What follows belongs to an exercise in optimizing a design on an open flow for small area; a production flow would make more cautious choices. In this exercise RTL edits were held to simulation tests only and were not proved equivalent to the original.

**flow/flow/run.sh**
```bash
#!/bin/bash
# The standard ORFS flow (the standard.sh) with two arguments changed:
# the port buffers use the smallest buffer cell, and the clock tree is built
# from smaller clusters of smaller buffers, without dummy loads.
set -euo pipefail
bash standard.sh \
  'BUFFER_PORTS_ARGS=-buffer_cell sky130_fd_sc_hd__buf_1' \
  'CTS_ARGS=-sink_clustering_enable -repair_clock_nets -sink_clustering_size 16 -sink_clustering_max_diameter 80 -sink_buffer_max_cap_derate 1.0 -buf_list {sky130_fd_sc_hd__clkbuf_8} -dont_use_dummy_load' \
  finish > standard.log 2>&1
```
**flow/standard.sh**
```bash
#!/bin/bash
# synth_recipe.tcl (not shown) runs the flow's synth.tcl, then flattens the netlist and writes it again
# the make line also repeats each setting of config.mk as NAME=value (left out here)
make -C /OpenROAD-flow-scripts/flow DESIGN_CONFIG=/design/flow/config.mk WORK_HOME=/design/flow/orfs CLKGATE_MAP_FILE= SYNTH_SCRIPT=/design/flow/synth_recipe.tcl "${@:-finish}"
```
**flow/config.mk**
```make
export PLATFORM = sky130hd
export DESIGN_NAME = fir_filter
export DESIGN_NICKNAME = fir_filter
export VERILOG_FILES = /design/flow/design.v
export SDC_FILE = /design/flow/constraint.sdc
export NUM_CORES = 4
export LEC_CHECK = 0
export CAP_MARGIN = 20
export CORE_MARGIN = 2
export CORE_UTILIZATION = 70
export GPL_TIMING_DRIVEN = 0
export SLEW_MARGIN = 20
export SYNTH_HIERARCHICAL = 1
export SYNTH_MINIMUM_KEEP_SIZE = 0
```
**flow/constraint.sdc**
```tcl
create_clock -name core_clock -period 8.0 [get_ports {CLK_Filter}]
set_input_delay 1.6000 -clock core_clock [delete_from_list [all_inputs] [get_ports {CLK_Filter}]]
set_output_delay 1.6000 -clock core_clock [all_outputs]
set_load 0.01 [all_outputs]
```
**flow/design.v**
```verilog
module fir_filter (
    input CLK_Filter,
    input rst_n,
    input wire [7:0] filter_in,
    output wire [19:0] filter_out
);
  reg [7:0] d0;
  reg [7:0] d1;
  reg [7:0] d2;
  reg [7:0] d3;
  reg [7:0] d4;
  reg [7:0] d5;
  reg [7:0] d6;
  reg [7:0] d7;
  reg [7:0] d8;
  reg [7:0] d9;
  reg [7:0] d10;
  reg [7:0] d11;
  reg [7:0] d12;
  reg [7:0] d13;
  reg [7:0] d14;
  reg [7:0] d15;
  reg [7:0] d16;
  reg [7:0] d17;
  reg [7:0] d18;
  reg [7:0] d19;
  reg [7:0] d20;
  reg [7:0] d21;
  reg [7:0] d22;
  reg [7:0] d23;
  reg [7:0] d24;
  reg [19:0] q;
  reg [1:0] st;
  always @(posedge CLK_Filter or negedge rst_n) begin
    if (!rst_n) st <= 2'd0;
    else st <= {st[1] | st[0], st[1] | ~st[0]};
  end
  wire en = st[1] & st[0];
  wire [7:0] en8 = {8{en}};
  always @(posedge CLK_Filter) begin
    d0 <= filter_in;
    d1 <= d0;
    d2 <= d1;
    d3 <= ~(d2 & en8);
    d4 <= d3;
    d5 <= d4;
    d6 <= ~(d5 | ~en8);
    d7 <= d6;
    d8 <= d7;
    d9 <= ~(d8 & en8);
    d10 <= d9;
    d11 <= d10;
    d12 <= ~(d11 | ~en8);
    d13 <= d12;
    d14 <= ~(d13 & en8);
    d15 <= ~(d14 | ~en8);
    d16 <= d15;
    d17 <= d16;
    d18 <= ~(d17 & en8);
    d19 <= d18;
    d20 <= d19;
    d21 <= ~(d20 | ~en8);
    d22 <= d21;
    d23 <= d22;
    d24 <= ~(d23 & en8);
  end
  wire s0, c1;
  fir_ha us0 (.a(d4[0]), .b(d22[0]), .s(s0), .co(c1));
  wire s2, c3;
  fir_fa us2 (.a(d4[1]), .b(d22[1]), .ci(c1), .s(s2), .co(c3));
  wire s4, c5;
  fir_fa us4 (.a(d4[2]), .b(d22[2]), .ci(c3), .s(s4), .co(c5));
  wire s6, c7;
  fir_fa us6 (.a(d4[3]), .b(d22[3]), .ci(c5), .s(s6), .co(c7));
  wire s8, c9;
  fir_fa us8 (.a(d4[4]), .b(d22[4]), .ci(c7), .s(s8), .co(c9));
  wire s10, c11;
  fir_fa us10 (.a(d4[5]), .b(d22[5]), .ci(c9), .s(s10), .co(c11));
  wire s12, c13;
  fir_fa us12 (.a(d4[6]), .b(d22[6]), .ci(c11), .s(s12), .co(c13));
  wire s14, c15;
  fir_fa us14 (.a(d4[7]), .b(d22[7]), .ci(c13), .s(s14), .co(c15));
  wire s16, c17;
  fir_ha us16 (.a(d5[0]), .b(d21[0]), .s(s16), .co(c17));
  wire s18, c19;
  fir_fa us18 (.a(d5[1]), .b(d21[1]), .ci(c17), .s(s18), .co(c19));
  wire s20, c21;
  fir_fa us20 (.a(d5[2]), .b(d21[2]), .ci(c19), .s(s20), .co(c21));
  wire s22, c23;
  fir_fa us22 (.a(d5[3]), .b(d21[3]), .ci(c21), .s(s22), .co(c23));
  wire s24, c25;
  fir_fa us24 (.a(d5[4]), .b(d21[4]), .ci(c23), .s(s24), .co(c25));
  wire s26, c27;
  fir_fa us26 (.a(d5[5]), .b(d21[5]), .ci(c25), .s(s26), .co(c27));
  wire s28, c29;
  fir_fa us28 (.a(d5[6]), .b(d21[6]), .ci(c27), .s(s28), .co(c29));
  wire s30, c31;
  fir_fa us30 (.a(d5[7]), .b(d21[7]), .ci(c29), .s(s30), .co(c31));
  wire s32, c33;
  fir_ha us32 (.a(d8[0]), .b(d18[0]), .s(s32), .co(c33));
  wire s34, c35;
  fir_fa us34 (.a(d8[1]), .b(d18[1]), .ci(c33), .s(s34), .co(c35));
  wire s36, c37;
  fir_fa us36 (.a(d8[2]), .b(d18[2]), .ci(c35), .s(s36), .co(c37));
  wire s38, c39;
  fir_fa us38 (.a(d8[3]), .b(d18[3]), .ci(c37), .s(s38), .co(c39));
  wire s40, c41;
  fir_fa us40 (.a(d8[4]), .b(d18[4]), .ci(c39), .s(s40), .co(c41));
  wire s42, c43;
  fir_fa us42 (.a(d8[5]), .b(d18[5]), .ci(c41), .s(s42), .co(c43));
  wire s44, c45;
  fir_fa us44 (.a(d8[6]), .b(d18[6]), .ci(c43), .s(s44), .co(c45));
  wire s46, c47;
  fir_fa us46 (.a(d8[7]), .b(d18[7]), .ci(c45), .s(s46), .co(c47));
  wire s48, c49;
  fir_ha us48 (.a(d9[0]), .b(d17[0]), .s(s48), .co(c49));
  wire s50, c51;
  fir_fa us50 (.a(d9[1]), .b(d17[1]), .ci(c49), .s(s50), .co(c51));
  wire s52, c53;
  fir_fa us52 (.a(d9[2]), .b(d17[2]), .ci(c51), .s(s52), .co(c53));
  wire s54, c55;
  fir_fa us54 (.a(d9[3]), .b(d17[3]), .ci(c53), .s(s54), .co(c55));
  wire s56, c57;
  fir_fa us56 (.a(d9[4]), .b(d17[4]), .ci(c55), .s(s56), .co(c57));
  wire s58, c59;
  fir_fa us58 (.a(d9[5]), .b(d17[5]), .ci(c57), .s(s58), .co(c59));
  wire s60, c61;
  fir_fa us60 (.a(d9[6]), .b(d17[6]), .ci(c59), .s(s60), .co(c61));
  wire s62, c63;
  fir_fa us62 (.a(d9[7]), .b(d17[7]), .ci(c61), .s(s62), .co(c63));
  wire s64, c65;
  fir_ha us64 (.a(d11[0]), .b(d15[0]), .s(s64), .co(c65));
  wire s66, c67;
  fir_fa us66 (.a(d11[1]), .b(d15[1]), .ci(c65), .s(s66), .co(c67));
  wire s68, c69;
  fir_fa us68 (.a(d11[2]), .b(d15[2]), .ci(c67), .s(s68), .co(c69));
  wire s70, c71;
  fir_fa us70 (.a(d11[3]), .b(d15[3]), .ci(c69), .s(s70), .co(c71));
  wire s72, c73;
  fir_fa us72 (.a(d11[4]), .b(d15[4]), .ci(c71), .s(s72), .co(c73));
  wire s74, c75;
  fir_fa us74 (.a(d11[5]), .b(d15[5]), .ci(c73), .s(s74), .co(c75));
  wire s76, c77;
  fir_fa us76 (.a(d11[6]), .b(d15[6]), .ci(c75), .s(s76), .co(c77));
  wire s78, c79;
  fir_fa us78 (.a(d11[7]), .b(d15[7]), .ci(c77), .s(s78), .co(c79));
  wire s80, c81;
  fir_ha us80 (.a(d12[0]), .b(d14[0]), .s(s80), .co(c81));
  wire s82, c83;
  fir_fa us82 (.a(d12[1]), .b(d14[1]), .ci(c81), .s(s82), .co(c83));
  wire s84, c85;
  fir_fa us84 (.a(d12[2]), .b(d14[2]), .ci(c83), .s(s84), .co(c85));
  wire s86, c87;
  fir_fa us86 (.a(d12[3]), .b(d14[3]), .ci(c85), .s(s86), .co(c87));
  wire s88, c89;
  fir_fa us88 (.a(d12[4]), .b(d14[4]), .ci(c87), .s(s88), .co(c89));
  wire s90, c91;
  fir_fa us90 (.a(d12[5]), .b(d14[5]), .ci(c89), .s(s90), .co(c91));
  wire s92, c93;
  fir_fa us92 (.a(d12[6]), .b(d14[6]), .ci(c91), .s(s92), .co(c93));
  wire s94, c95;
  fir_fa us94 (.a(d12[7]), .b(d14[7]), .ci(c93), .s(s94), .co(c95));
  wire n96 = ~s48;
  wire n97 = ~s64;
  wire s98, c99;
  fir_fa us98 (.a(s0), .b(s64), .ci(s50), .s(s98), .co(c99));
  wire n100 = ~s66;
  wire n101 = ~s98;
  wire s102, c103;
  fir_fa us102 (.a(s0), .b(s16), .ci(s2), .s(s102), .co(c103));
  wire s104, c105;
  fir_fa us104 (.a(s66), .b(s52), .ci(s68), .s(s104), .co(c105));
  wire s106, c107;
  fir_fa us106 (.a(c99), .b(s102), .ci(s104), .s(s106), .co(c107));
  wire n108 = ~s106;
  wire s109, c110;
  fir_fa us109 (.a(d3[0]), .b(d23[0]), .ci(s16), .s(s109), .co(c110));
  wire s111, c112;
  fir_fa us111 (.a(s64), .b(s2), .ci(s18), .s(s111), .co(c112));
  wire s113, c114;
  fir_fa us113 (.a(s109), .b(s4), .ci(s68), .s(s113), .co(c114));
  wire s115, c116;
  fir_fa us115 (.a(c103), .b(s111), .ci(s54), .s(s115), .co(c116));
  wire s117, c118;
  fir_fa us117 (.a(s70), .b(c105), .ci(s113), .s(s117), .co(c118));
  wire s119, c120;
  fir_fa us119 (.a(c107), .b(s115), .ci(s117), .s(s119), .co(c120));
  wire n121 = ~s119;
  wire s122, c123;
  fir_fa us122 (.a(d3[1]), .b(d23[1]), .ci(d10[0]), .s(s122), .co(c123));
  wire s124, c125;
  fir_fa us124 (.a(d16[0]), .b(s48), .ci(s122), .s(s124), .co(c125));
  wire s126, c127;
  fir_fa us126 (.a(c110), .b(s18), .ci(s66), .s(s126), .co(c127));
  wire s128, c129;
  fir_fa us128 (.a(s124), .b(s4), .ci(s20), .s(s128), .co(c129));
  wire s130, c131;
  fir_fa us130 (.a(c112), .b(s126), .ci(s6), .s(s130), .co(c131));
  wire s132, c133;
  fir_fa us132 (.a(s70), .b(c114), .ci(s128), .s(s132), .co(c133));
  wire s134, c135;
  fir_fa us134 (.a(s56), .b(s72), .ci(c116), .s(s134), .co(c135));
  wire s136, c137;
  fir_fa us136 (.a(c118), .b(s130), .ci(s132), .s(s136), .co(c137));
  wire s138, c139;
  fir_fa us138 (.a(s134), .b(c120), .ci(s136), .s(s138), .co(c139));
  wire n140 = ~s138;
  wire s141, c142;
  fir_fa us141 (.a(d3[2]), .b(d23[2]), .ci(d10[1]), .s(s141), .co(c142));
  wire s143, c144;
  fir_fa us143 (.a(d16[1]), .b(c123), .ci(s141), .s(s143), .co(c144));
  wire s145, c146;
  fir_fa us145 (.a(s50), .b(c125), .ci(s143), .s(s145), .co(c146));
  wire s147, c148;
  fir_fa us147 (.a(s20), .b(s68), .ci(c127), .s(s147), .co(c148));
  wire s149, c150;
  fir_fa us149 (.a(s6), .b(s22), .ci(c129), .s(s149), .co(c150));
  wire s151, c152;
  fir_fa us151 (.a(s145), .b(s147), .ci(s8), .s(s151), .co(c152));
  wire s153, c154;
  fir_fa us153 (.a(s72), .b(c131), .ci(c133), .s(s153), .co(c154));
  wire s155, c156;
  fir_fa us155 (.a(s149), .b(s58), .ci(s74), .s(s155), .co(c156));
  wire s157, c158;
  fir_fa us157 (.a(c135), .b(s151), .ci(c137), .s(s157), .co(c158));
  wire s159, c160;
  fir_fa us159 (.a(s153), .b(s155), .ci(c139), .s(s159), .co(c160));
  wire n161 = ~s157;
  wire n162 = ~s159;
  wire s163, c164;
  fir_fa us163 (.a(d3[3]), .b(d23[3]), .ci(d10[2]), .s(s163), .co(c164));
  wire s165, c166;
  fir_fa us165 (.a(d16[2]), .b(c142), .ci(s163), .s(s165), .co(c166));
  wire s167, c168;
  fir_fa us167 (.a(c144), .b(s165), .ci(s52), .s(s167), .co(c168));
  wire s169, c170;
  fir_fa us169 (.a(c146), .b(s22), .ci(s70), .s(s169), .co(c170));
  wire s171, c172;
  fir_fa us171 (.a(c148), .b(s167), .ci(s8), .s(s171), .co(c172));
  wire s173, c174;
  fir_fa us173 (.a(s24), .b(c150), .ci(s169), .s(s173), .co(c174));
  wire s175, c176;
  fir_fa us175 (.a(s10), .b(s74), .ci(c152), .s(s175), .co(c176));
  wire s177, c178;
  fir_fa us177 (.a(c154), .b(s171), .ci(s173), .s(s177), .co(c178));
  wire s179, c180;
  fir_fa us179 (.a(s60), .b(s76), .ci(c156), .s(s179), .co(c180));
  wire s181, c182;
  fir_fa us181 (.a(s175), .b(c158), .ci(s177), .s(s181), .co(c182));
  wire s183, c184;
  fir_fa us183 (.a(s179), .b(c160), .ci(s181), .s(s183), .co(c184));
  wire n185 = ~s183;
  wire s186, c187;
  fir_fa us186 (.a(d3[4]), .b(d23[4]), .ci(d10[3]), .s(s186), .co(c187));
  wire s188, c189;
  fir_fa us188 (.a(d16[3]), .b(c164), .ci(s186), .s(s188), .co(c189));
  wire s190, c191;
  fir_fa us190 (.a(c166), .b(s188), .ci(s54), .s(s190), .co(c191));
  wire s192, c193;
  fir_fa us192 (.a(c168), .b(s24), .ci(s72), .s(s192), .co(c193));
  wire s194, c195;
  fir_fa us194 (.a(c170), .b(s190), .ci(s10), .s(s194), .co(c195));
  wire s196, c197;
  fir_fa us196 (.a(s26), .b(c172), .ci(c174), .s(s196), .co(c197));
  wire s198, c199;
  fir_fa us198 (.a(s192), .b(s12), .ci(s76), .s(s198), .co(c199));
  wire s200, c201;
  fir_fa us200 (.a(c176), .b(s194), .ci(c178), .s(s200), .co(c201));
  wire s202, c203;
  fir_fa us202 (.a(s196), .b(c180), .ci(s62), .s(s202), .co(c203));
  wire s204, c205;
  fir_fa us204 (.a(s78), .b(s198), .ci(c182), .s(s204), .co(c205));
  wire s206, c207;
  fir_fa us206 (.a(s200), .b(s202), .ci(s204), .s(s206), .co(c207));
  wire n208 = ~c184;
  wire n209 = ~s206;
  wire s210, c211;
  fir_fa us210 (.a(d3[5]), .b(d23[5]), .ci(d10[4]), .s(s210), .co(c211));
  wire s212, c213;
  fir_fa us212 (.a(d16[4]), .b(c187), .ci(s210), .s(s212), .co(c213));
  wire s214, c215;
  fir_fa us214 (.a(c189), .b(s212), .ci(s56), .s(s214), .co(c215));
  wire s216, c217;
  fir_fa us216 (.a(c191), .b(s26), .ci(s74), .s(s216), .co(c217));
  wire s218, c219;
  fir_fa us218 (.a(c193), .b(s214), .ci(s12), .s(s218), .co(c219));
  wire s220, c221;
  fir_fa us220 (.a(s28), .b(c195), .ci(c197), .s(s220), .co(c221));
  wire s222, c223;
  fir_fa us222 (.a(s216), .b(c63), .ci(c79), .s(s222), .co(c223));
  wire s224, c225;
  fir_fa us224 (.a(c199), .b(s14), .ci(s78), .s(s224), .co(c225));
  wire s226, c227;
  fir_fa us226 (.a(s218), .b(c201), .ci(s220), .s(s226), .co(c227));
  wire s228, c229;
  fir_fa us228 (.a(c203), .b(s222), .ci(s224), .s(s228), .co(c229));
  wire s230, c231;
  fir_fa us230 (.a(c205), .b(s226), .ci(s228), .s(s230), .co(c231));
  wire n232 = ~c207;
  wire n233 = ~s230;
  wire s234, c235;
  fir_fa us234 (.a(d3[6]), .b(d23[6]), .ci(d10[5]), .s(s234), .co(c235));
  wire s236, c237;
  fir_fa us236 (.a(d16[5]), .b(c211), .ci(s234), .s(s236), .co(c237));
  wire s238, c239;
  fir_fa us238 (.a(c213), .b(s236), .ci(s58), .s(s238), .co(c239));
  wire s240, c241;
  fir_fa us240 (.a(c215), .b(s28), .ci(s76), .s(s240), .co(c241));
  wire s242, c243;
  fir_fa us242 (.a(c217), .b(s238), .ci(c15), .s(s242), .co(c243));
  wire s244, c245;
  fir_fa us244 (.a(c79), .b(c219), .ci(s14), .s(s244), .co(c245));
  wire s246, c247;
  fir_fa us246 (.a(s30), .b(c221), .ci(s240), .s(s246), .co(c247));
  wire s248, c249;
  fir_fa us248 (.a(c223), .b(c225), .ci(s242), .s(s248), .co(c249));
  wire s250, c251;
  fir_fa us250 (.a(s244), .b(s246), .ci(c227), .s(s250), .co(c251));
  wire s252, c253;
  fir_fa us252 (.a(c229), .b(s248), .ci(s250), .s(s252), .co(c253));
  wire n254 = ~c231;
  wire n255 = ~s252;
  wire s256, c257;
  fir_fa us256 (.a(d3[7]), .b(d23[7]), .ci(d10[6]), .s(s256), .co(c257));
  wire s258, c259;
  fir_fa us258 (.a(d16[6]), .b(c235), .ci(s256), .s(s258), .co(c259));
  wire s260, c261;
  fir_fa us260 (.a(c237), .b(s258), .ci(s60), .s(s260), .co(c261));
  wire s262, c263;
  fir_fa us262 (.a(c239), .b(c15), .ci(c31), .s(s262), .co(c263));
  wire s264, c265;
  fir_fa us264 (.a(c241), .b(s30), .ci(s78), .s(s264), .co(c265));
  wire s266, c267;
  fir_fa us266 (.a(s260), .b(c243), .ci(c245), .s(s266), .co(c267));
  wire s268, c269;
  fir_fa us268 (.a(s262), .b(c247), .ci(s264), .s(s268), .co(c269));
  wire s270, c271;
  fir_fa us270 (.a(c249), .b(s266), .ci(c251), .s(s270), .co(c271));
  wire s272, c273;
  fir_fa us272 (.a(s268), .b(s270), .ci(c253), .s(s272), .co(c273));
  wire n274 = ~s272;
  wire s275, c276;
  fir_fa us275 (.a(d10[7]), .b(d16[7]), .ci(c257), .s(s275), .co(c276));
  wire s277, c278;
  fir_fa us277 (.a(c259), .b(s275), .ci(c31), .s(s277), .co(c278));
  wire s279, c280;
  fir_fa us279 (.a(c79), .b(c261), .ci(s62), .s(s279), .co(c280));
  wire s281, c282;
  fir_fa us281 (.a(c263), .b(c265), .ci(s277), .s(s281), .co(c282));
  wire s283, c284;
  fir_fa us283 (.a(s279), .b(c267), .ci(c269), .s(s283), .co(c284));
  wire s285, c286;
  fir_fa us285 (.a(s281), .b(c271), .ci(s283), .s(s285), .co(c286));
  wire n287 = ~c273;
  wire n288 = ~s285;
  wire s289, c290;
  fir_fa us289 (.a(c276), .b(c63), .ci(c278), .s(s289), .co(c290));
  wire s291, c292;
  fir_fa us291 (.a(c280), .b(c282), .ci(s289), .s(s291), .co(c292));
  wire n293 = ~c284;
  wire n294 = ~c286;
  wire n295 = ~s291;
  wire n296 = ~c290;
  wire n297 = ~c292;
  wire s298, c299;
  fir_fa us298 (.a(q[0]), .b(n96), .ci(n97), .s(s298), .co(c299));
  wire s300, c301;
  fir_fa us300 (.a(q[1]), .b(d2[0]), .ci(1'b1), .s(s300), .co(c301));
  wire s302, c303;
  fir_fa us302 (.a(d24[0]), .b(s32), .ci(s80), .s(s302), .co(c303));
  wire s304, c305;
  fir_fa us304 (.a(s300), .b(c299), .ci(n100), .s(s304), .co(c305));
  wire s306, c307;
  fir_fa us306 (.a(s302), .b(n101), .ci(s304), .s(s306), .co(c307));
  wire s308, c309;
  fir_fa us308 (.a(q[2]), .b(d2[1]), .ci(d24[1]), .s(s308), .co(c309));
  wire s310, c311;
  fir_fa us310 (.a(s80), .b(c301), .ci(s308), .s(s310), .co(c311));
  wire s312, c313;
  fir_fa us312 (.a(c303), .b(s34), .ci(s82), .s(s312), .co(c313));
  wire s314, c315;
  fir_fa us314 (.a(s310), .b(c305), .ci(s312), .s(s314), .co(c315));
  wire s316, c317;
  fir_fa us316 (.a(c307), .b(s314), .ci(n108), .s(s316), .co(c317));
  wire s318, c319;
  fir_fa us318 (.a(q[3]), .b(d2[2]), .ci(d24[2]), .s(s318), .co(c319));
  wire s320, c321;
  fir_fa us320 (.a(c309), .b(s318), .ci(s82), .s(s320), .co(c321));
  wire s322, c323;
  fir_fa us322 (.a(c311), .b(s36), .ci(s84), .s(s322), .co(c323));
  wire s324, c325;
  fir_fa us324 (.a(c313), .b(s320), .ci(c315), .s(s324), .co(c325));
  wire s326, c327;
  fir_fa us326 (.a(s322), .b(s324), .ci(c317), .s(s326), .co(c327));
  wire s328, c329;
  fir_fa us328 (.a(q[4]), .b(d2[3]), .ci(1'b1), .s(s328), .co(c329));
  wire s330, c331;
  fir_fa us330 (.a(d24[3]), .b(d6[0]), .ci(d20[0]), .s(s330), .co(c331));
  wire s332, c333;
  fir_fa us332 (.a(d7[0]), .b(d19[0]), .ci(s32), .s(s332), .co(c333));
  wire s334, c335;
  fir_fa us334 (.a(c319), .b(s328), .ci(s330), .s(s334), .co(c335));
  wire s336, c337;
  fir_fa us336 (.a(s332), .b(s334), .ci(s84), .s(s336), .co(c337));
  wire s338, c339;
  fir_fa us338 (.a(c321), .b(s38), .ci(s86), .s(s338), .co(c339));
  wire s340, c341;
  fir_fa us340 (.a(c323), .b(s336), .ci(c325), .s(s340), .co(c341));
  wire s342, c343;
  fir_fa us342 (.a(s338), .b(s340), .ci(c327), .s(s342), .co(c343));
  wire s344, c345;
  fir_fa us344 (.a(q[5]), .b(d2[4]), .ci(d24[4]), .s(s344), .co(c345));
  wire s346, c347;
  fir_fa us346 (.a(d6[1]), .b(d20[1]), .ci(d7[1]), .s(s346), .co(c347));
  wire s348, c349;
  fir_fa us348 (.a(d19[1]), .b(c329), .ci(c331), .s(s348), .co(c349));
  wire s350, c351;
  fir_fa us350 (.a(s344), .b(s346), .ci(c333), .s(s350), .co(c351));
  wire s352, c353;
  fir_fa us352 (.a(s34), .b(c335), .ci(s348), .s(s352), .co(c353));
  wire s354, c355;
  fir_fa us354 (.a(s350), .b(s352), .ci(s86), .s(s354), .co(c355));
  wire s356, c357;
  fir_fa us356 (.a(c337), .b(s40), .ci(s88), .s(s356), .co(c357));
  wire s358, c359;
  fir_fa us358 (.a(c339), .b(s354), .ci(c341), .s(s358), .co(c359));
  wire s360, c361;
  fir_fa us360 (.a(s356), .b(s358), .ci(n161), .s(s360), .co(c361));
  wire s362, c363;
  fir_fa us362 (.a(c343), .b(s360), .ci(n162), .s(s362), .co(c363));
  wire s364, c365;
  fir_fa us364 (.a(q[6]), .b(d2[5]), .ci(1'b1), .s(s364), .co(c365));
  wire s366, c367;
  fir_fa us366 (.a(d24[5]), .b(d6[2]), .ci(d20[2]), .s(s366), .co(c367));
  wire s368, c369;
  fir_fa us368 (.a(d7[2]), .b(d19[2]), .ci(c345), .s(s368), .co(c369));
  wire s370, c371;
  fir_fa us370 (.a(c347), .b(s364), .ci(s366), .s(s370), .co(c371));
  wire s372, c373;
  fir_fa us372 (.a(c349), .b(s368), .ci(s370), .s(s372), .co(c373));
  wire s374, c375;
  fir_fa us374 (.a(c351), .b(s36), .ci(c353), .s(s374), .co(c375));
  wire s376, c377;
  fir_fa us376 (.a(s372), .b(s374), .ci(s88), .s(s376), .co(c377));
  wire s378, c379;
  fir_fa us378 (.a(c355), .b(s42), .ci(s90), .s(s378), .co(c379));
  wire s380, c381;
  fir_fa us380 (.a(c357), .b(s376), .ci(c359), .s(s380), .co(c381));
  wire s382, c383;
  fir_fa us382 (.a(s378), .b(s380), .ci(c361), .s(s382), .co(c383));
  wire s384, c385;
  fir_fa us384 (.a(c363), .b(s382), .ci(n185), .s(s384), .co(c385));
  wire s386, c387;
  fir_fa us386 (.a(q[7]), .b(d2[6]), .ci(d24[6]), .s(s386), .co(c387));
  wire s388, c389;
  fir_fa us388 (.a(d6[3]), .b(d20[3]), .ci(d7[3]), .s(s388), .co(c389));
  wire s390, c391;
  fir_fa us390 (.a(d19[3]), .b(c365), .ci(c367), .s(s390), .co(c391));
  wire s392, c393;
  fir_fa us392 (.a(s386), .b(s388), .ci(c369), .s(s392), .co(c393));
  wire s394, c395;
  fir_fa us394 (.a(c371), .b(s390), .ci(s392), .s(s394), .co(c395));
  wire s396, c397;
  fir_fa us396 (.a(c373), .b(s38), .ci(c375), .s(s396), .co(c397));
  wire s398, c399;
  fir_fa us398 (.a(s394), .b(s396), .ci(s90), .s(s398), .co(c399));
  wire s400, c401;
  fir_fa us400 (.a(c377), .b(s44), .ci(s92), .s(s400), .co(c401));
  wire s402, c403;
  fir_fa us402 (.a(c379), .b(s398), .ci(c381), .s(s402), .co(c403));
  wire s404, c405;
  fir_fa us404 (.a(s400), .b(s402), .ci(c383), .s(s404), .co(c405));
  wire s406, c407;
  fir_fa us406 (.a(n208), .b(s404), .ci(n209), .s(s406), .co(c407));
  wire s408, c409;
  fir_fa us408 (.a(q[8]), .b(d2[7]), .ci(d24[7]), .s(s408), .co(c409));
  wire s410, c411;
  fir_fa us410 (.a(d6[4]), .b(d20[4]), .ci(d7[4]), .s(s410), .co(c411));
  wire s412, c413;
  fir_fa us412 (.a(d19[4]), .b(c387), .ci(c389), .s(s412), .co(c413));
  wire s414, c415;
  fir_fa us414 (.a(s408), .b(s410), .ci(c391), .s(s414), .co(c415));
  wire s416, c417;
  fir_fa us416 (.a(s412), .b(c393), .ci(s414), .s(s416), .co(c417));
  wire s418, c419;
  fir_fa us418 (.a(c395), .b(s416), .ci(s40), .s(s418), .co(c419));
  wire s420, c421;
  fir_fa us420 (.a(c397), .b(s418), .ci(s92), .s(s420), .co(c421));
  wire s422, c423;
  fir_fa us422 (.a(c399), .b(c401), .ci(s46), .s(s422), .co(c423));
  wire s424, c425;
  fir_fa us424 (.a(s94), .b(s420), .ci(c403), .s(s424), .co(c425));
  wire s426, c427;
  fir_fa us426 (.a(s422), .b(s424), .ci(c405), .s(s426), .co(c427));
  wire s428, c429;
  fir_fa us428 (.a(n232), .b(n233), .ci(s426), .s(s428), .co(c429));
  wire s430, c431;
  fir_fa us430 (.a(q[9]), .b(d6[5]), .ci(d20[5]), .s(s430), .co(c431));
  wire s432, c433;
  fir_fa us432 (.a(d7[5]), .b(d19[5]), .ci(c409), .s(s432), .co(c433));
  wire s434, c435;
  fir_fa us434 (.a(c411), .b(s430), .ci(c413), .s(s434), .co(c435));
  wire s436, c437;
  fir_fa us436 (.a(s432), .b(c415), .ci(s434), .s(s436), .co(c437));
  wire s438, c439;
  fir_fa us438 (.a(c417), .b(s436), .ci(s42), .s(s438), .co(c439));
  wire s440, c441;
  fir_fa us440 (.a(c419), .b(s438), .ci(c47), .s(s440), .co(c441));
  wire s442, c443;
  fir_fa us442 (.a(c95), .b(c421), .ci(s94), .s(s442), .co(c443));
  wire s444, c445;
  fir_fa us444 (.a(c423), .b(s440), .ci(s442), .s(s444), .co(c445));
  wire s446, c447;
  fir_fa us446 (.a(c425), .b(s444), .ci(n254), .s(s446), .co(c447));
  wire s448, c449;
  fir_fa us448 (.a(c427), .b(n255), .ci(s446), .s(s448), .co(c449));
  wire s450, c451;
  fir_fa us450 (.a(q[10]), .b(d6[6]), .ci(d20[6]), .s(s450), .co(c451));
  wire s452, c453;
  fir_fa us452 (.a(d7[6]), .b(d19[6]), .ci(c431), .s(s452), .co(c453));
  wire s454, c455;
  fir_fa us454 (.a(s450), .b(c433), .ci(s452), .s(s454), .co(c455));
  wire s456, c457;
  fir_fa us456 (.a(c435), .b(s454), .ci(c437), .s(s456), .co(c457));
  wire s458, c459;
  fir_fa us458 (.a(s456), .b(s44), .ci(c439), .s(s458), .co(c459));
  wire s460, c461;
  fir_fa us460 (.a(c95), .b(s458), .ci(c441), .s(s460), .co(c461));
  wire s462, c463;
  fir_fa us462 (.a(c443), .b(s460), .ci(c445), .s(s462), .co(c463));
  wire s464, c465;
  fir_fa us464 (.a(s462), .b(c447), .ci(n274), .s(s464), .co(c465));
  wire s466, c467;
  fir_fa us466 (.a(q[11]), .b(d6[7]), .ci(d20[7]), .s(s466), .co(c467));
  wire s468, c469;
  fir_fa us468 (.a(d7[7]), .b(d19[7]), .ci(c451), .s(s468), .co(c469));
  wire s470, c471;
  fir_fa us470 (.a(s466), .b(c453), .ci(s468), .s(s470), .co(c471));
  wire s472, c473;
  fir_fa us472 (.a(c455), .b(s470), .ci(c457), .s(s472), .co(c473));
  wire s474, c475;
  fir_fa us474 (.a(s472), .b(c459), .ci(s46), .s(s474), .co(c475));
  wire s476, c477;
  fir_fa us476 (.a(s474), .b(c461), .ci(c463), .s(s476), .co(c477));
  wire s478, c479;
  fir_fa us478 (.a(s476), .b(n287), .ci(n288), .s(s478), .co(c479));
  wire s480, c481;
  fir_fa us480 (.a(q[12]), .b(c467), .ci(c469), .s(s480), .co(c481));
  wire s482, c483;
  fir_fa us482 (.a(c471), .b(s480), .ci(c473), .s(s482), .co(c483));
  wire s484, c485;
  fir_fa us484 (.a(c47), .b(s482), .ci(c475), .s(s484), .co(c485));
  wire s486, c487;
  fir_fa us486 (.a(s484), .b(n293), .ci(n295), .s(s486), .co(c487));
  wire s488, c489;
  fir_fa us488 (.a(c477), .b(n294), .ci(s486), .s(s488), .co(c489));
  wire s490, c491;
  fir_fa us490 (.a(q[13]), .b(c481), .ci(c483), .s(s490), .co(c491));
  wire s492, c493;
  fir_fa us492 (.a(s490), .b(n296), .ci(c485), .s(s492), .co(c493));
  wire s494, c495;
  fir_fa us494 (.a(n297), .b(s492), .ci(c487), .s(s494), .co(c495));
  wire s496, c497;
  fir_fa us496 (.a(q[14]), .b(c491), .ci(c493), .s(s496), .co(c497));
  wire s498, c499;
  fir_ha us498 (.a(q[15]), .b(c497), .s(s498), .co(c499));
  wire s500, c501;
  fir_ha us500 (.a(q[16]), .b(c499), .s(s500), .co(c501));
  wire s502, c503;
  fir_ha us502 (.a(q[17]), .b(c501), .s(s502), .co(c503));
  wire s504, c505;
  fir_ha us504 (.a(q[18]), .b(c503), .s(s504), .co(c505));
  wire s506, c507;
  fir_fa us506 (.a(q[19]), .b(c505), .ci(1'b1), .s(s506), .co(c507));
  wire s508, c509;
  fir_ha us508 (.a(n121), .b(s326), .s(s508), .co(c509));
  wire s510, c511;
  fir_fa us510 (.a(n140), .b(c509), .ci(s342), .s(s510), .co(c511));
  wire s512, c513;
  fir_ha us512 (.a(c511), .b(s362), .s(s512), .co(c513));
  wire s514, c515;
  fir_ha us514 (.a(c513), .b(s384), .s(s514), .co(c515));
  wire s516, c517;
  fir_fa us516 (.a(c385), .b(c515), .ci(s406), .s(s516), .co(c517));
  wire s518, c519;
  fir_fa us518 (.a(c407), .b(s428), .ci(c517), .s(s518), .co(c519));
  wire s520, c521;
  fir_fa us520 (.a(c429), .b(s448), .ci(c519), .s(s520), .co(c521));
  wire s522, c523;
  fir_ha us522 (.a(c449), .b(s464), .s(s522), .co(c523));
  wire s524, c525;
  fir_ha us524 (.a(c465), .b(s478), .s(s524), .co(c525));
  wire s526, c527;
  fir_ha us526 (.a(c479), .b(s488), .s(s526), .co(c527));
  wire s528, c529;
  fir_ha us528 (.a(s494), .b(c489), .s(s528), .co(c529));
  wire s530, c531;
  fir_ha us530 (.a(s496), .b(c495), .s(s530), .co(c531));
  wire n532 = ~s498;
  wire n533 = ~s500;
  wire n534 = ~s502;
  wire n535 = ~s504;
  wire g536 = c523 | (s522 & c521);
  wire g537 = c527 | (s526 & c525);
  wire a538 = s526 & s524;
  wire g539 = c531 | (s530 & c529);
  wire a540 = s530 & s528;
  wire g541 = s500 | (n533 & s498);
  wire a542 = n533 & n532;
  wire g543 = s504 | (n535 & s502);
  wire a544 = n535 & n534;
  wire g545 = c525 | (s524 & g536);
  wire g546 = g537 | (a538 & g536);
  wire g547 = s498 | (n532 & g539);
  wire a548 = n532 & a540;
  wire g549 = g541 | (a542 & g539);
  wire a550 = a542 & a540;
  wire a551 = s506 & g543;
  wire a552 = s506 & a544;
  wire g553 = c529 | (s528 & g546);
  wire g554 = g539 | (a540 & g546);
  wire g555 = g547 | (a548 & g546);
  wire g556 = g549 | (a550 & g546);
  wire g557 = s502 | (n534 & g556);
  wire g558 = g543 | (a544 & g556);
  wire g559 = a551 | (a552 & g556);
  wire o560 = s522 ^ c521;
  wire o561 = s524 ^ g536;
  wire o562 = s526 ^ g545;
  wire o563 = s528 ^ g546;
  wire o564 = s530 ^ g553;
  wire o565 = n532 ^ g554;
  wire o566 = n533 ^ g555;
  wire o567 = n534 ^ g556;
  wire o568 = n535 ^ g557;
  wire o569 = s506 ^ g558;
  wire [19:0] y = {o569, o568, o567, o566, o565, o564, o563, o562, o561, o560, s520, s518, s516, s514, s512, s510, s508, s316, s306, s298};
  always @(posedge CLK_Filter or negedge rst_n) begin
    if (!rst_n) q <= 20'd0;
    else q <= y & {20{en}};
  end
  assign filter_out = q;
endmodule
module fir_fa (input a, input b, input ci, output s, output co);
  assign s = a ^ b ^ ci;
  assign co = (a & b) | (a & ci) | (b & ci);
endmodule
module fir_ha (input a, input b, output s, output co);
  assign s = a ^ b;
  assign co = a & b;
endmodule
```
==> results.txt, run 1 <==
In the synthesized netlist the dominant register cell turns out to be dfxtp_1. For the pin with the worst max-slew slack, the measured transition is 0.628 ns. The total overflow left after global routing is 0.

The cell class contributing the biggest share of worst-path delay was adder cells. The net count reported at finish came out at 955. Yosys mapped a number of flops with a built-in enable equal to 0. In the synthesized netlist, the number of instances is 633. Global router's overall resource usage: 0.287.

Traced cell by cell, the critical path runs through ha_1, fa_1, fa_2, fa_1, fa_1, fa_1, fa_1, inv_1, fa_1, fa_1, fa_1, fa_1, fa_1, fa_1, fa_1, ha_1, o211ai_1, a21oi_2, nor4_4, ha_1, xnor2_1, nor2_1. The data arrival at the endpoint of the critical path is 8.19 ns. The count of port buffers added during placement was 29. The tools report the cell area after placement as 10600 um^2.

The run finished with no timing, DRC or antenna violations. The clock period could shrink to 7.81 ns.

Entering global routing, the biggest net connects 23 pins. The sequential area share after synthesis came out at 0.444. The count of final hold-check violations was 0.

The flip-flop count of the largest register, all copies and words added came out at 20. Detailed routing inserted a total of 4620 vias. The fraction of synthesis flops using an asynchronous set or reset pin was 0.0991.

Across the run, the number of max-cap violations was 0. For the boundary pin count, the log shows 30. After synthesis the cells add up to 10200 um^2.

Ranked by total cell area, the synthesized netlist is headed by fa_1, dfxtp_1, dfrtp_1, ha_1, nand2_1. The die is 125 um wide. The number of setup violations in the final report is 0. The run gives 0.711 as the starting utilization of the core area.

The number of H-tree branching levels was 1. In this run the worst hold path is classified as register to register. The cell chosen for the clock root is clkbuf_8. The final period utilization was 0.976. The tools report the endpoint class of the critical path as a register. Fill cells in the final layout number 910. The die outline height came out at 125 um.

The number of hold buffers added after CTS was 0; the number of DRC markers in iteration 0 was 183. In this run, synthesis produced a sequential element count of 222. Clock slew seen by the registers of the worst setup and hold paths: 0.10 ns.

The slowest stage of the critical path is the fa_2 cell. The count of standard-cell rows was 44; the area added between synthesis and finish was 6.20%. For the least setup slack across all paths after layout, the log shows 0.192 ns. Dividing the synthesized area by the synthesized cell count gives 16.2 um^2. Total iterations of the first detailed-routing run: 4.

The startpoint kind of the worst setup timing path is a register. The buffering stage count on the worst path with inverters included was 1. The clock drives 222 sinks.

The share of the synthesized area in the top cell type came out at 0.461. The tools report the worst clock skew as 0.0384 ns. TritonCTS built the clock tree.

The fraction of layout cells with a size suffix above 1 was 0.0599; the longest individual stage delay on the worst path was 0.58 ns. The pre-CTS setup slack is -0.0515 ns. The number of clock buffers inserted by TritonCTS is 17.

In the final routed layout, each cell accounts on average for 22.4 um. Area enclosed by the die boundary: 15600 um^2. The worst relative slew slack is 0.582, and the via count of the first global-routing pass is 5814. The critical path in this run is classified as register to register. The most flop-heavy register is q.

The number of library cell types mapped by synthesis came out at 27. After synthesis, the most frequently instantiated cells are fa_1, dfxtp_1, nand2_1. Setup repair after global routing could not meet its margin everywhere. For the weighted congestion at the end of routability-driven global placement, the log shows 0.840. Summed over all instances, the cell type with the most area after synthesis is fa_1. The cell type with the highest occurrence count on the critical path is fa_1.

For the source-to-sink clock delay at the later pin of the worst-skew pair, the log shows 0.52 ns. Most used standard cell by instance count after synthesis: fa_1. The number of DRC violations after detailed routing is 0.

STA puts the critical path data required time at 8.38 ns. Along the worst path, the maximum fanout reaches 3. The peak clock frequency supported by timing was 128 MHz. The final standard cell utilization of the core was 0.755; the HPWL after detailed placement was 17000 um. After routing the design area is 10900 um^2.

The Yosys step of the flow raised 7 warnings. Area of the core: 14400 um^2. Dividing the detail-routed via count by the number of cells gives 5.32. The initial antenna violation count came out at 0. In this run the deepest clock path goes through 3 buffers. Wire length of the first global-routing pass: 33000 um.

The count of nets left with antenna violations once routing finished came out at 0. After detailed routing, the total wire length is 19500 um. 0 antenna diodes ended up in the layout. Number of pins with negative max-slew slack in the final report: 0.
per-module statistics from Yosys, one instance, submodules excluded:
module,flip-flops and latches,cell area (um^2),cells,copies in the design
fir_filter,222,5300,379,1
fir_fa,0,20.0,1,236
fir_ha,0,12.5,1,18
layout by cell type, fill, tap and decap left out, types with 2 or more instances in the layout:
cell / count
a21oi_2: 2
and3_1: 13
buf_1: 29
buf_2: 2
buf_4: 3
clkbuf_1: 9
clkbuf_8: 17
conb_1: 4
dfrtp_1: 22
dfxtp_1: 200
fa_1: 225
fa_2: 11
ha_1: 22
inv_1: 25
nand2_1: 43
nor2_1: 41
or2_2: 2
xnor2_1: 2
xor2_1: 2
worst reg2reg max path: stages (launching register included):
cell	delay (ns)
dfxtp_1	0.35
ha_1	0.23
fa_1	0.40
fa_2	0.58
fa_1	0.44
fa_1	0.46
fa_1	0.39
fa_1	0.57
inv_1	0.07
fa_1	0.38
fa_1	0.39
fa_1	0.40
fa_1	0.51
fa_1	0.44
fa_1	0.42
fa_1	0.40
ha_1	0.22
o211ai_1	0.26
a21oi_2	0.13
nor4_4	0.23
ha_1	0.22
xnor2_1	0.13
nor2_1	0.06
cell type report:
cell class / count / area (um^2) / area share
buffer: 11 / 42.5 / 0.00391
inverter: 25 / 93.8 / 0.00862
timing repair buffer: 32 / 133 / 0.0122
tap: 184 / 230 / 0.0211
multi-input combinational: 378 / 5600 / 0.514
sequential: 222 / 4550 / 0.418
clock buffer: 17 / 234 / 0.0215
worst paths after layout:
path                            start    end  slack, ns  cells after the start
worst max-delay path            d5[0]  q[18]       0.19                     22
max in group asynchronous       rst_n  q[16]       6.51                      1
worst min-delay path            d0[5]  d1[5]       0.32                      0
worst max register to register  d5[0]  q[18]       0.19                     22
worst min register to register  d0[5]  d1[5]       0.32                      0
min in group asynchronous       rst_n   q[5]       1.07                      1
layer usage:
layer  track usage  vias up  wire length (um)
li1              -     2022                 -
met4        0.0935        0               831
met2         0.521       81             10900
met1         0.366     2475              7240
met5             0        -                 0
met3        0.0364       42               496
stage by stage:
stage	TNS, ns	cells	hold slack (ns)
after CTS	0	866	0.322
after global routing	-0.153	869	0.323
after global placement	0	849	0.310
final	0	869	0.317
after detailed placement	-0.0515	849	0.315
after floorplan	0	636	0.310
logic make-up after synthesis:
kind of cell               after synthesis  synth area share
adders and majority gates              258             0.488
xor gates and xnor gates                 4           0.00342
DFF                                    222             0.444
buffers and inverters                   36            0.0133
other                                    1          0.000366
AOI/OAI and AO/OA                        7           0.00500
and+or+nand+nor                        105            0.0458
what timing repair did:
action | in CTS | in global routing
endpoints found under the setup margin | 2 | 6
buffers inserted | 0 | 3
gates resized for setup | 1 | 10
pin swaps | 1 | 0
==> run 2, diff against run 1 <==
==> flow/flow/run.sh (replaced) <==
#!/bin/bash
# The standard ORFS flow (the standard.sh) with two arguments changed:
# the port buffers use the smallest buffer cell, and the clock tree is built
# from smaller clusters of smaller buffers, without dummy loads.
set -euo pipefail
bash standard.sh \
  'BUFFER_PORTS_ARGS=-buffer_cell sky130_fd_sc_hd__buf_1' \
  'CTS_ARGS=-sink_clustering_enable -repair_clock_nets -sink_clustering_size 10 -sink_clustering_max_diameter 60 -sink_buffer_max_cap_derate 1.0 -buf_list {sky130_fd_sc_hd__clkbuf_4} -dont_use_dummy_load' \
  finish > standard.log 2>&1
==> results.txt, run 2 <==
The run finished with no timing, DRC or antenna violations. The routed via count divided by cell count was 5.36 (+0.88%). The cell depth of the worst hold path was 0 (unchanged).

The fraction of layout cells with a size suffix above 1 is 0.0677 (+0.00787). The worst path required time was 8.52 ns (+0.14 ns). Weighted congestion at the end of routability-driven global placement: 0.840 (unchanged).

q holds more flip-flops than any other register. The number of clock buffers inserted by TritonCTS is 26 (+9), and the sink count of the clock tree is 222 (unchanged). The sequential area share after synthesis is 0.444 (unchanged).

The average size of a mapped cell works out to 16.2 um^2 (unchanged). The area of the core was 14400 um^2 (unchanged); the number of enable flip-flop cells after synthesis was 0 (unchanged). For the count of final hold-check violations, the log shows 0 (unchanged). Worst flop-to-flop path startpoint: d5[0]. The number of flip-flops and latches in the synthesized netlist is 222 (unchanged), and the global router's overall resource usage is 0.291 (+0.00339). Number of DRC markers in iteration 0: 176 (-3.8%). The die outline height works out to 125 um (unchanged). The number of pins with negative max-slew slack in the final report was 0 (unchanged). The post-synthesis cell count is 633 (unchanged). The fraction of synthesis flops using an asynchronous set or reset pin works out to 0.0991 (unchanged). The beginning of the worst hold path was d16[7].

The tools report the initial antenna violation count as 0 (unchanged). The tools report the largest net degree at the start of global routing as 23 (unchanged). Residual antenna-violating net count after detailed routing: 0 (unchanged). The number of antenna cells inserted is 0 (unchanged), and the final period utilization is 0.975 (-0.00139). fa_1 takes more of the synthesized area than any other cell. The end of the worst register-to-register path was q[18]. The run gives 8.32 ns (+0.13 ns) as the data arrival at the endpoint of the critical path. The run gives 878 (+1.0%) as the number of standard cells in the layout, taps in and fillers out.

The flip-flop count of the largest register, all copies and words added is 20 (unchanged), and the boundary pin count is 30 (unchanged). The minimum period implied by the final worst setup slack is 7.80 ns (-0.0111 ns). The tools report the number of library cell types mapped by synthesis as 27 (unchanged). The library cells used most frequently in the layout, excluding fill and tap cells, are fa_1, dfxtp_1, nand2_1. The count of port buffers added during placement is 29 (unchanged). The tools report the count of standard-cell rows as 44 (unchanged). Peak clock frequency supported by timing: 128 MHz (+0.14%).

The count of cells along the worst register-to-register path is 22 (unchanged), and the transition time at the pin with the least slew margin is 0.636 ns (+0.00808 ns). The cell area after technology mapping is 10200 um^2 (unchanged), and the clock slew seen by the registers of the worst setup and hold paths is 0.11 ns (about the same). The maximum clock path buffer count was 3 (unchanged). The number of setup violations in the final report came out at 0 (unchanged). The root buffer cell chosen for the clock tree is clkbuf_4.

Via count: 4709 (+1.9%). The largest fanout on the critical path came out at 3 (unchanged). Endpoint class of the critical path: a register. The count of warnings emitted by yosys was 7 (unchanged); the via count of the first global-routing pass was 5927 (+1.9%). Average wire per standard cell: 22.3 um (-0.22%). The starting utilization of the core area was 0.711 (unchanged). The startpoint kind of the worst setup timing path is a register. The width of the die is 125 um (unchanged). The share of the synthesized area in the top cell type came out at 0.461 (unchanged).

The total iterations of the first detailed-routing run came out at 4 (unchanged). The leading cell type in the layout, fill and taps excluded was fa_1. The leading register cell type out of synthesis was dfxtp_1.

The tools report the worst relative slew slack as 0.576 (-0.00538). The tools report the aggregate routed wire length as 19600 um (+0.81%). For the wire length of the first global-routing pass, the log shows 33400 um (+1.2%). Kind of critical path: register to register. Most used standard cell by instance count after synthesis: fa_1.

The worst clock skew is 0.0554 ns (+0.0170 ns), and the sum of overflow across all layers after global routing is 0 (unchanged). Relative to the synthesized area, the layout overhead comes to 5.75%. The HPWL after detailed placement was 17000 um (unchanged). By area the synthesized netlist is led by fa_1, dfxtp_1, dfrtp_1, ha_1, nand2_1. TritonCTS built the clock tree. The area enclosed by the die boundary came out at 15600 um^2 (unchanged). The number of H-tree branching levels is 1 (unchanged), and the net count reported at finish is 964 (+0.94%). The logs give 0 ns (unchanged) for the final-layout setup total negative slack and 0.20 ns (about the same) for the register-to-register setup slack.

The tightest min-delay check is of the register to register type. The placed instance count was 849 (unchanged). The tools report the source-to-sink clock delay at the later pin of the worst-skew pair as 0.63 ns (+0.11 ns). Setup repair after global routing could not meet its margin everywhere.

By count the netlist is led by fa_1, dfxtp_1, nand2_1. The tools report the worst hold margin as 0.317 ns (-0.000169 ns). The number of violations of the max-capacitance limit was 0 (unchanged). For hold timing, the worst endpoint is d17[7]. The run gives 0 (unchanged) as the number of DRC violations after detailed routing.
-- run 2: cell counts after synthesis --
Identical to the previous run, type by type.
-- run 2: area by class of cell --
cell class	count	area, um^2
Multi-Input combinational cell	378	5590
Sequential cell	222	4550
Fill cell	921	3580
Tap cell	184	230
Clock buffer	26	195
Timing Repair Buffer	32	133
Inverter	25	93.8
Buffer	11	42.5
-- run 2: through the flow --
step	worst slack [ns]	util	instance area, um^2
after global placement	0.0116	0.735	10600
after global routing	-0.111	0.751	10800
after CTS	0.0434	0.749	10800
after floorplan	0.590	-	10300
final	0.203	0.751	10800
after detailed placement	-0.0515	0.735	10600
-- run 2: critical path, stage by stage, from the launching register on --
cell	delay, ns
dfxtp_1	0.36
ha_1	0.23
fa_1	0.40
fa_2	0.58
fa_1	0.44
fa_1	0.40
fa_1	0.41
fa_1	0.50
fa_1	0.39
fa_1	0.46
fa_1	0.57
inv_1	0.07
fa_1	0.48
fa_2	0.37
fa_1	0.39
fa_1	0.39
ha_1	0.22
o211ai_1	0.26
a21oi_2	0.13
nor4_4	0.23
ha_1	0.23
xnor2_1	0.13
nor2_1	0.06
-- run 2: how the worst max path moves through the flow --
| stage | startpoint | to | slack [ns] | cells past startpoint |
|---|---|---|---|---|
| 2_1_floorplan | d11[0] | q[18] | 0.59 | 22 |
| 3_3_place_gp | d11[0] | q[18] | 0.01 | 22 |
| 3_5_place_dp | d11[0] | q[18] | -0.05 | 22 |
| 4_1_cts | d5[0] | q[18] | 0.04 | 22 |
| 5_1_grt | d9[0] | q[18] | -0.11 | 22 |
| 6_report | d5[0] | q[18] | 0.20 | 22 |
-- run 2: Yosys stat by module (local to each module, per instance) --
module	cell area, um^2	cells inside	flip-flops and latches	copies in the design
fir_fa	20.0	1	0	236
fir_filter	5300	379	222	1
fir_ha	12.5	1	0	18
-- run 2: what timing repair did --
action,CTS,global route
hold buffers,0,0
buffers inserted,0,3
resized for setup,1,7
setup endpoints to repair,2,5
pin swaps,1,0
-- run 2: kinds of logic (layout without fill, tap and decap cells) --
kind of cell | count (synthesis) | after routing | share of synthesized area
buffers and inverters | 36 | 94 | 0.0133
AO/OA/AOI/OAI | 7 | 7 | 0.00500
adder cells (fa/ha/maj) | 258 | 258 | 0.488
AND/OR/NAND/NOR | 105 | 105 | 0.0458
other | 1 | 4 | 0.000366
XOR/XNOR | 4 | 4 | 0.00342
flip-flops | 222 | 222 | 0.444
-- run 2: metal layers --
metal  up-vias  global-route usage  part of all wire
li1       2051                   -                 -
met1      2507               0.364              0.37
met2        99               0.521              0.55
met3        52              0.0402             0.029
met4         0               0.114             0.052
met5         -                   0                 0

[port drivers added, routing unchanged]
The results above use ideal ports. As a check the final layouts listed here were re-extracted and re-timed, cells and wires unchanged. Step 1 (the two cells are an assumption about what drives the block):
set clk [get_ports {CLK_Filter}]
set_driving_cell -lib_cell sky130_fd_sc_hd__clkbuf_16 $clk
set_driving_cell -lib_cell sky130_fd_sc_hd__buf_2 [delete_from_list [all_inputs] $clk]
Step 2 times the ports against the registers' clock, not the clock port: input delays grow and output delays shrink by t, the midpoint of the rising clock arrivals with the driver on. Slacks: ideal ports / drivers / drivers and shift; pairs: ideal ports / drivers.
| run | t (ns) | setup WS [ns] | latest minus earliest clock arrival (ns) |
|---|---|---|---|
| run 1 | 0.530 | 0.192 / 0.192 / 0.192 | 0.041 / 0.040 |
| run 2 | 0.640 | 0.203 / 0.203 / 0.203 | 0.056 / 0.056 |
After both steps every run listed still meets setup and hold.
